From an optimization exercise on the open Yosys and OpenROAD flow, aimed at small area, a short achievable clock period and few clock cycles; shortcuts taken in it are not production practice.
RTL that was checked went through simulation tests only; none was proved equivalent to the original.
Power is estimated from default activity; no workload was simulated.

== v6 ==
==> flow/design.v <==
module cpu(clk, reset, read_data, datapath_out, mem_cmd, mem_addr);
  input clk, reset;
  input [15:0] read_data;
  output [15:0] datapath_out;
  output reg [1:0] mem_cmd;
  output reg [8:0] mem_addr;
  reg [15:0] R [0:7];
  reg [15:0] w1;        
  reg [2:0]  w1b;       
  reg [7:0]  w1a;       
  reg        v1;        
  reg [15:0] ir;
  reg        wd;        
  reg [2:0]  wn;        
  reg        ex;        
  reg        mo;        
  reg        irv;       
  reg [15:0] A, B;
  reg [8:0]  ma;
  reg        mab;       
  reg        inflight;  
  reg        ldwb;      
  reg [2:0]  ld_rd;
  reg        halted;
  reg [8:0]  pc;        
  wire [2:0] opcode = ir[15:13];
  wire [1:0] op     = ir[12:11];
  wire [1:0] sh     = ir[4:3];
  wire is_ldr = opcode == 3'b011;
  wire is_str = opcode == 3'b100;
  wire is_hlt = opcode == 3'b111;
  wire exec   = ex;
  wire memop  = mo;
  reg [15:0] sb;
  always_comb begin
    case (sh)
      2'b00: sb = B;
      2'b01: sb = {B[14:0], 1'b0};
      2'b10: sb = {1'b0, B[15:1]};
      default: sb = {B[15], B[15:1]};
    endcase
  end
  wire [15:0] sum;
  pfx_add #(16) add16 (.a(A), .b(sb), .s(sum));
  reg [15:0] res;
  always_comb begin
    if (opcode == 3'b110)
      res = (op == 2'b10) ? {{8{ir[7]}}, ir[7:0]} : sb;
    else
      case (op)
        2'b00:   res = sum;
        2'b10:   res = A & sb;
        default: res = ~sb;
      endcase
  end
  wire       wr   = wd;
  wire [2:0] wnum = wn;
  wire        wx    = exec & wr;
  wire        we    = ldwb | wx;
  wire [2:0]  waddr = ldwb ? ld_rd : wnum;
  wire [15:0] wdata = ldwb ? read_data : res;
  always_ff @(posedge clk) begin
    if (we) R[waddr] <= wdata;
  end
  wire adv  = ~irv | exec;    
  wire take = ~v1 | adv;      
  wire stall_n;
  wire fetch = ~memop & ~halted & ~stall_n & ~(pc[8] & (inflight | v1 | irv));
  assign datapath_out = B;
  always_comb begin
    if (memop) begin
      mem_cmd  = is_str ? 2'b10 : 2'b01;
      mem_addr = ma;
    end else begin
      mem_cmd  = fetch ? 2'b01 : 2'b00;
      mem_addr = pc;
    end
  end
  wire [2:0] sela = w1[10:8];
  wire [2:0] selb = w1b;
  wire hitxa = wx & (wnum == sela);
  assign stall_n = (v1 & inflight & hitxa & (w1[15:13] == 3'b011 || w1[15:13] == 3'b100)) |
                   (v1 & hla & (is_ldr | is_str));
  wire hitxb = wx & (wnum == selb);
  wire hitla = ldwb & (ld_rd == sela);
  wire hitlb = ldwb & (ld_rd == selb);
  wire [7:0] oha = w1a;
  wire [7:0] ohb = 8'b1 << selb;
  reg [15:0] ra, rb;
  integer k;
  always_comb begin
    ra = 16'b0;
    rb = 16'b0;
    for (k = 0; k < 8; k = k + 1) begin
      ra = ra | ({16{oha[k]}} & R[k]);
      rb = rb | ({16{ohb[k]}} & R[k]);
    end
  end
  wire [8:0] ma_r;
  pfx_add #(9) addr_r (.a(ra[8:0]), .b({{4{w1[4]}}, w1[4:0]}), .s(ma_r));
  wire [2:0] irb = (ir[14] | ir[13]) ? ir[2:0] : ir[7:5];
  wire hla = ldwb & (ld_rd == ir[10:8]);
  wire hlb = ldwb & (ld_rd == irb);
  wire [8:0] ma_h;
  pfx_add #(9) addr_h (.a(A[8:0]), .b({{4{ir[4]}}, ir[4:0]}), .s(ma_h));
  always_ff @(posedge clk) begin
    if (adv) begin
      ir  <= w1;
      wd  <= (w1[15:13] == 3'b110 && (w1[12:11] == 2'b10 || w1[12:11] == 2'b00)) ||
             (w1[15:13] == 3'b101 && w1[12:11] != 2'b01);
      wn  <= (w1[15:13] == 3'b110 && w1[12:11] == 2'b10) ? w1[10:8] : w1[7:5];
      A   <= hitxa ? res : (hitla ? read_data : ra);
      B   <= hitxb ? res : (hitlb ? read_data : rb);
      ma  <= ma_r;
      mab <= hitxa | hitla;
    end else begin
      if (hla) A <= read_data;
      if (hlb) B <= read_data;
      if (mab) ma <= ma_h;
      mab <= hla;
    end
    if (take) begin
      w1  <= read_data;
      w1b <= (read_data[14] | read_data[13]) ? read_data[2:0] : read_data[7:5];
      w1a <= 8'b1 << read_data[10:8];
    end
    ld_rd <= wnum;
  end
  wire mab_n = adv ? (hitxa | hitla) : hla;
  wire mem_n = adv ? (w1[15:13] == 3'b011 || w1[15:13] == 3'b100) : (is_ldr | is_str);
  always_ff @(posedge clk) begin
    if (reset) begin
      pc       <= 9'd0;
      v1       <= 1'b0;
      irv      <= 1'b0;
      inflight <= 1'b0;
      ldwb     <= 1'b0;
      halted   <= 1'b0;
      ex       <= 1'b0;
      mo       <= 1'b0;
    end else begin
      ex <= (adv ? v1 : irv) & ~(memop & is_ldr) & ~(halted | (exec & is_hlt)) &
            ~(mab_n & mem_n);
      mo <= (adv ? v1 : irv) & ~(memop & is_ldr) & ~(halted | (exec & is_hlt)) &
            ~mab_n & mem_n;
      if (fetch) pc <= pc + 9'd1;
      inflight <= fetch;
      if (take) v1 <= inflight;
      if (adv) irv <= v1;
      ldwb <= memop & is_ldr;
      if (exec & is_hlt) halted <= 1'b1;
    end
  end
endmodule
module pfx_add #(parameter W = 16) (a, b, s);
  input  [W-1:0] a, b;
  output [W-1:0] s;
  parameter L = 4;  
  wire [W-1:0] g [0:L];
  wire [W-1:0] p [0:L];
  assign g[0] = a & b;
  assign p[0] = a ^ b;
  genvar k, i;
  generate
    for (k = 0; k < L; k = k + 1) begin : lvl
      for (i = 0; i < W; i = i + 1) begin : bit_
        if (i >= (1 << k)) begin : c
          assign g[k+1][i] = g[k][i] | (p[k][i] & g[k][i-(1<<k)]);
          assign p[k+1][i] = p[k][i] & p[k][i-(1<<k)];
        end else begin : n
          assign g[k+1][i] = g[k][i];
          assign p[k+1][i] = p[k][i];
        end
      end
    end
  endgenerate
  assign s = p[0] ^ {g[L][W-2:0], 1'b0};
endmodule
Settings: LEC_CHECK=0, ABC_AREA=1, CAP_MARGIN=20, CORE_MARGIN=2, CORE_UTILIZATION=40, CTS_CLUSTER_DIAMETER=150, CTS_CLUSTER_SIZE=22, SETUP_SLACK_MARGIN=2.5, SLEW_MARGIN=20; clock period 6.0 ns.
run.sh (not shown) runs the stock make flow with config.mk's settings and CLKGATE_MAP_FILE= SYNTH_SCRIPT=/design/flow/synth_recipe.tcl, a recipe that flattens the netlist after the stock synthesis.
v6 reached the end of the flow, and the finished layout is clean on the timing, design-rule and antenna checks.
Testbench counts of v6, summed over its fixed seeds: cycles 9,929.
For v7, these inputs were changed with respect to v6:
--- a/flow/design.v
+++ b/flow/design.v
@@ -7,13 +7,8 @@
   reg [15:0] R [0:7];
   reg [15:0] w1;        
   reg [2:0]  w1b;       
-  reg [7:0]  w1a;       
   reg        v1;        
   reg [15:0] ir;
-  reg        wd;        
-  reg [2:0]  wn;        
-  reg        ex;        
-  reg        mo;        
   reg        irv;       
   reg [15:0] A, B;
   reg [8:0]  ma;
@@ -29,8 +24,8 @@
   wire is_ldr = opcode == 3'b011;
   wire is_str = opcode == 3'b100;
   wire is_hlt = opcode == 3'b111;
-  wire exec   = ex;
-  wire memop  = mo;
+  wire exec   = irv & ~ldwb & ~halted & ~(mab & (is_ldr | is_str));
+  wire memop  = exec & (is_ldr | is_str);
   reg [15:0] sb;
   always_comb begin
     case (sh)
@@ -43,18 +38,28 @@
   wire [15:0] sum;
   pfx_add #(16) add16 (.a(A), .b(sb), .s(sum));
   reg [15:0] res;
+  reg        wr;
   always_comb begin
-    if (opcode == 3'b110)
-      res = (op == 2'b10) ? {{8{ir[7]}}, ir[7:0]} : sb;
-    else
+    res = 16'b0;
+    wr  = 1'b0;
+    if (opcode == 3'b110) begin
+      if (op == 2'b10) begin
+        res = {{8{ir[7]}}, ir[7:0]};
+        wr = 1'b1;
+      end else if (op == 2'b00) begin
+        res = sb;
+        wr = 1'b1;
+      end
+    end else if (opcode == 3'b101) begin
       case (op)
-        2'b00:   res = sum;
-        2'b10:   res = A & sb;
-        default: res = ~sb;
+        2'b00: begin res = sum;    wr = 1'b1; end
+        2'b10: begin res = A & sb; wr = 1'b1; end
+        2'b11: begin res = ~sb;    wr = 1'b1; end
+        default: ;
       endcase
+    end
   end
-  wire       wr   = wd;
-  wire [2:0] wnum = wn;
+  wire [2:0] wnum = (opcode == 3'b110 && op == 2'b10) ? ir[10:8] : ir[7:5];
   wire        wx    = exec & wr;
   wire        we    = ldwb | wx;
   wire [2:0]  waddr = ldwb ? ld_rd : wnum;
@@ -79,12 +84,11 @@
   wire [2:0] sela = w1[10:8];
   wire [2:0] selb = w1b;
   wire hitxa = wx & (wnum == sela);
-  assign stall_n = (v1 & inflight & hitxa & (w1[15:13] == 3'b011 || w1[15:13] == 3'b100)) |
-                   (v1 & hla & (is_ldr | is_str));
+  assign stall_n = v1 & inflight & hitxa & (w1[15:13] == 3'b011 || w1[15:13] == 3'b100);
   wire hitxb = wx & (wnum == selb);
   wire hitla = ldwb & (ld_rd == sela);
   wire hitlb = ldwb & (ld_rd == selb);
-  wire [7:0] oha = w1a;
+  wire [7:0] oha = 8'b1 << sela;
   wire [7:0] ohb = 8'b1 << selb;
   reg [15:0] ra, rb;
   integer k;
@@ -102,13 +106,10 @@
   wire hla = ldwb & (ld_rd == ir[10:8]);
   wire hlb = ldwb & (ld_rd == irb);
   wire [8:0] ma_h;
-  pfx_add #(9) addr_h (.a(A[8:0]), .b({{4{ir[4]}}, ir[4:0]}), .s(ma_h));
+  pfx_add #(9) addr_h (.a(hla ? read_data[8:0] : A[8:0]), .b({{4{ir[4]}}, ir[4:0]}), .s(ma_h));
   always_ff @(posedge clk) begin
     if (adv) begin
       ir  <= w1;
-      wd  <= (w1[15:13] == 3'b110 && (w1[12:11] == 2'b10 || w1[12:11] == 2'b00)) ||
-             (w1[15:13] == 3'b101 && w1[12:11] != 2'b01);
-      wn  <= (w1[15:13] == 3'b110 && w1[12:11] == 2'b10) ? w1[10:8] : w1[7:5];
       A   <= hitxa ? res : (hitla ? read_data : ra);
       B   <= hitxb ? res : (hitlb ? read_data : rb);
       ma  <= ma_r;
@@ -116,18 +117,15 @@
     end else begin
       if (hla) A <= read_data;
       if (hlb) B <= read_data;
-      if (mab) ma <= ma_h;
-      mab <= hla;
+      if (hla | mab) ma <= ma_h;
+      mab <= 1'b0;
     end
     if (take) begin
       w1  <= read_data;
       w1b <= (read_data[14] | read_data[13]) ? read_data[2:0] : read_data[7:5];
-      w1a <= 8'b1 << read_data[10:8];
     end
     ld_rd <= wnum;
   end
-  wire mab_n = adv ? (hitxa | hitla) : hla;
-  wire mem_n = adv ? (w1[15:13] == 3'b011 || w1[15:13] == 3'b100) : (is_ldr | is_str);
   always_ff @(posedge clk) begin
     if (reset) begin
       pc       <= 9'd0;
@@ -136,13 +134,7 @@
       inflight <= 1'b0;
       ldwb     <= 1'b0;
       halted   <= 1'b0;
-      ex       <= 1'b0;
-      mo       <= 1'b0;
     end else begin
-      ex <= (adv ? v1 : irv) & ~(memop & is_ldr) & ~(halted | (exec & is_hlt)) &
-            ~(mab_n & mem_n);
-      mo <= (adv ? v1 : irv) & ~(memop & is_ldr) & ~(halted | (exec & is_hlt)) &
-            ~mab_n & mem_n;
       if (fetch) pc <= pc + 9'd1;
       inflight <= fetch;
       if (take) v1 <= inflight;
==> comparison <==
- Sort v7 and v6 by final cycle utilization of the critical path, ascending, and v6 comes first.
- v6 has higher worst relative slew slack than v7.
- Looking at growth of design area from synthesis to finish, v7 sits above v6.
- v7 ends up with lower number of detailed-route iterations in the first pass than v6 does.
- v7: power density over cell area is about 13% lower than what v6 reported.
Only the layout flow was run in v7; the RTL was not checked for function there.

static timing again, ports no longer ideal:
How much do the figures lean on ideal ports? The routed layouts below were timed once more, with nothing changed but the port constraints.
Step 1 assumes that a clkbuf_16 drives the clock port and a buf_2 every other input.
Step 2 moves the port delays by t, midway between the first and last clock arrival at a register: inputs arrive t later, outputs are due t later. That takes back most of the time a late clock gives input paths.
Three values: ideal ports, drivers, drivers and shift; two values: the first two.
| run | t (ns) | setup WS [ns] | worst hold slack (ns) | worst register clock-pin slew, ns |
|---|---|---|---|---|
| v6 | 0.540 | 2.674 / 2.623 / 2.684 | 0.448 / 0.448 / 0.448 | 0.10 / 0.10 |
| v7 | 0.540 | 2.460 / 2.408 / 2.190 | 0.429 / 0.429 / 0.429 | 0.10 / 0.10 |
After both steps every run listed still meets setup and hold. The setup slack of v7, which loses most, moves by -0.052 ns with the drivers and by -0.270 ns with both steps.
